Background: an optimization exercise with open tools, aiming at small area and a short achievable clock period. Do not read the settings as production practice. Only simulation tests tie the RTL to the original design; equivalence was not proved. Power is estimated from default activity; no workload was simulated.

==> 09-21 <==
==> flow/design.v (excerpt) <==
module MIPS
(
input  wire        CLK ,
input  wire        RST ,
output wire [31:0] imem_addr ,
input  wire [31:0] imem_rdata ,
output wire [31:0] dmem_addr ,
output wire [31:0] dmem_wdata ,
output wire        dmem_we ,
input  wire [31:0] dmem_rdata
);
==> flow/config.mk <==
export PLATFORM = sky130hd
export DESIGN_NAME = MIPS
export DESIGN_NICKNAME = MIPS
export VERILOG_FILES = /design/flow/design.v
export SDC_FILE = /design/flow/constraint.sdc
export NUM_CORES = 4
export LEC_CHECK = 0
export CAP_MARGIN = 20
export CORE_MARGIN = 2
export CORE_UTILIZATION = 35
export SLEW_MARGIN = 20
export SYNTH_HIERARCHICAL = 1
export SYNTH_MINIMUM_KEEP_SIZE = 0
==> flow/constraint.sdc <==
create_clock -name core_clock -period 18.5 [get_ports {CLK}]
set_input_delay 3.7000 -clock core_clock [delete_from_list [all_inputs] [get_ports {CLK}]]
set_output_delay 3.7000 -clock core_clock [all_outputs]
set_load 0.01 [all_outputs]
standard.sh (not shown) runs the stock make flow with config.mk's settings and CLKGATE_MAP_FILE= SYNTH_SCRIPT=/design/flow/synth_recipe.tcl, a recipe that flattens the netlist after the stock synthesis.
==> flow/flow/run.sh <==
#!/bin/bash
# The standard layout (standard.sh), with two changes to how it is made:
# the port buffers are buf_2 cells, which timing repair may then resize,
# instead of the default delay buffers; and timing repair aims for 7 ns of
# setup slack instead of the usual margin. The constraints are the standard flow's.
set -euo pipefail
export BUFFER_PORTS_ARGS="-buffer_cell sky130_fd_sc_hd__buf_2"
export SETUP_SLACK_MARGIN=7
bash standard.sh > standard.log 2>&1
==> 06-16 (differences from 09-21) <==
==> flow/run.sh (new file) <==
#!/bin/bash
# synth_recipe.tcl (not shown) runs the flow's synth.tcl, then flattens the netlist and writes it again
# the make line also repeats each setting of config.mk as NAME=value (left out here)
make -C /OpenROAD-flow-scripts/flow DESIGN_CONFIG=/design/flow/config.mk WORK_HOME=/design/flow/orfs CLKGATE_MAP_FILE= SYNTH_SCRIPT=/design/flow/synth_recipe.tcl finish
SETUP_SLACK_MARGIN = 5   (was default)
removed: flow/flow/run.sh
removed: flow/standard.sh
==> qor summary <==
quantity	09-21	06-16
Outcome	complete, no violations	complete, no violations
Number of antenna violations at the first check in global routing	21	35
Maximum operating frequency	81.3 MHz	75.0 MHz
Combinational fraction of design power	10.5%	10.4%
Count of buffers not belonging to the clock network in the layout	483	345
Placement-stage worst setup slack	5.31 ns	4.06 ns
Detailed placer's ending HPWL	200000 um	192000 um
Net count reported at finish	7970	7831
Area share of buffers outside the clock network	5.59%	4.05%
Clock buffer count in the final layout	188	179
Worst-Margin Slew	1.22 ns	1.30 ns
Via count of the first global-routing pass	59846	59678
Worst-case reg-to-reg path depth	22	21
Total length of routed met2 wires	129000 um	121000 um
RSZ-0062 raised after global routing	yes	no
Util after Layout	42.7%	40.8%
Power Clock	2750 uW	2680 uW

========
==> inputs of wip/tundra <==
MIPS, a different RTL version from the one above (not shown whole).
==> flow/design.v (excerpt) <==
module MIPS
(
input  wire        CLK ,
input  wire        RST ,
output wire [31:0] imem_addr ,
input  wire [31:0] imem_rdata ,
output wire [31:0] dmem_addr ,
output wire [31:0] dmem_wdata ,
output wire        dmem_we ,
input  wire [31:0] dmem_rdata
);
wire [5:0]  op    = imem_rdata[31:26];
wire [4:0]  rs    = imem_rdata[25:21];
wire [4:0]  rt    = imem_rdata[20:16];
wire [4:0]  rd    = imem_rdata[15:11];
wire [5:0]  funct = imem_rdata[5:0];
wire [15:0] imm16 = imem_rdata[15:0];
wire [31:0] imm   = {{16{imm16[15]}}, imm16};
wire isR    = (op == 6'b000000);
wire isLW   = (op == 6'b100011);
wire isSW   = (op == 6'b101011);
wire isADDI = (op == 6'b001000);
wire isBEQ  = (op == 6'b000100);
wire isJ    = (op == 6'b000010);
wire fSub   = (funct == 6'b100010);
wire fSlt   = (funct == 6'b101010);
wire fMul   = (funct == 6'b011100);
wire        useImm = isLW | isSW | isADDI;
wire        sub    = isR & (fSub | fSlt);
wire        isMul  = isR & fMul;
wire        selSlt = isR & fSlt;
reg  [63:0] P;
reg  [4:0]  pd;
reg         pv;
wire [31:0] Pval;
MulResolve mres (.rows(P), .p(Pval));
wire        normWE = (isR & ~fMul) | isLW | isADDI;
wire [4:0]  normWA = isR ? rd : rt;
wire        regWE  = isMul ? pv : normWE;
wire [4:0]  wAddr  = isMul ? pd : normWA;
wire [31:0] RD1n, RD2n;
wire [31:0] WD;
Register_File RF (
  .CLK(CLK), .RST(RST), .WE3(regWE),
  ...
Settings: LEC_CHECK=0, CAP_MARGIN=20, CORE_MARGIN=2, CORE_UTILIZATION=35, SLEW_MARGIN=20, SYNTH_HIERARCHICAL=1, SYNTH_MINIMUM_KEEP_SIZE=0; clock period 18.5 ns.
==> flow/flow/run.sh <==
#!/bin/bash
# The standard layout (standard.sh), with two changes to how it is made:
# the port buffers are buf_2 cells, which timing repair may then resize,
# instead of the default delay buffers; and timing repair aims for 7 ns of
# setup slack instead of the usual margin. The constraints are the standard flow's.
set -euo pipefail
export BUFFER_PORTS_ARGS="-buffer_cell sky130_fd_sc_hd__buf_2"
export SETUP_SLACK_MARGIN=7
bash standard.sh > standard.log 2>&1
==> inputs of wip/pepper, as changes to wip/tundra <==
==> flow/flow/run.sh (replaced) <==
#!/bin/bash
# The standard layout (standard.sh), with two changes to how it is made:
# the port buffers are buf_2 cells, which timing repair may then resize,
# instead of the default delay buffers; and timing repair aims for 7.5 ns of
# setup slack instead of the usual margin. The constraints are the standard flow's.
set -euo pipefail
export BUFFER_PORTS_ARGS="-buffer_cell sky130_fd_sc_hd__buf_2"
export SETUP_SLACK_MARGIN=7.5
bash standard.sh > standard.log 2>&1
==> results.ini <==
[clock_network]
postCtsSetupBuffers = 59

[sta]
worst_pin_slew_ps = 1242
fin_ws_ps = 6949
whs_ps = 464.3

[critical_path]
critPathLaunch = imem_rdata[21]

[power_and_ir_drop]
power_leader = registers

[grt]
antenna_found_initial = 10

[final_layout]
signal_buffers = 496
bufAreaShareNonClock_pct = 5.657

[worst_hold_path]
hold_path_end = RF.r[10].w.q[22]$_DFF_P_

[run_status]
status = no timing/DRC/antenna violations

the above is filed under wip/tundra

==> results.ini <==
[final_layout]
signal_buffers = 580
bufAreaShareNonClock_pct = 7.298

[sta]
worst_pin_slew_ps = 1322
fin_ws_ps = 6856
whs_ps = 463.0

[worst_hold_path]
hold_path_end = RF.r[1].w.q[25]$_DFF_P_

[grt]
antenna_found_initial = 9

[critical_path]
critPathLaunch = imem_rdata[17]

[power_and_ir_drop]
power_leader = the clock network

[run_status]
status = no timing/DRC/antenna violations

[clock_network]
postCtsSetupBuffers = 146

the above is filed under wip/pepper

==> what the ideal ports hide <==
The results above use ideal ports. As a check the final layouts listed here were re-extracted and re-timed, cells and wires unchanged. Step 1 (the two cells are an assumption about what drives the block):
set clk [get_ports {CLK}]
set_driving_cell -lib_cell sky130_fd_sc_hd__clkbuf_16 $clk
set_driving_cell -lib_cell sky130_fd_sc_hd__buf_2 [delete_from_list [all_inputs] $clk]
Step 2 adds t to the input delays and takes it off the output delays; t is the mean of the earliest and latest rising clock arrival at the registers after step 1. Input paths then give back, and output paths get back, about the clock's delay inside the block. Three values: ideal, step 1, step 2; two values: the first two.
run	shift t [ns]	setup slack, ns	worst setup path after step 2	worst data-port slew with drivers (ns)	pins driven straight from the clock port
09-21	0.887	6.200 / 6.089 / 6.089	input to output	0.17	1
06-16	0.855	5.166 / 5.140 / 5.140	input to output	0.08	1
wip/tundra	0.877	6.949 / 6.876 / 6.876	input to output	0.19	1
wip/pepper	0.843	6.856 / 6.618 / 6.618	input to output	0.25	1
After both steps every run listed still meets setup and hold. The setup slack of wip/pepper, which loses most, moves by -0.238 ns with the drivers and by -0.238 ns with both steps.
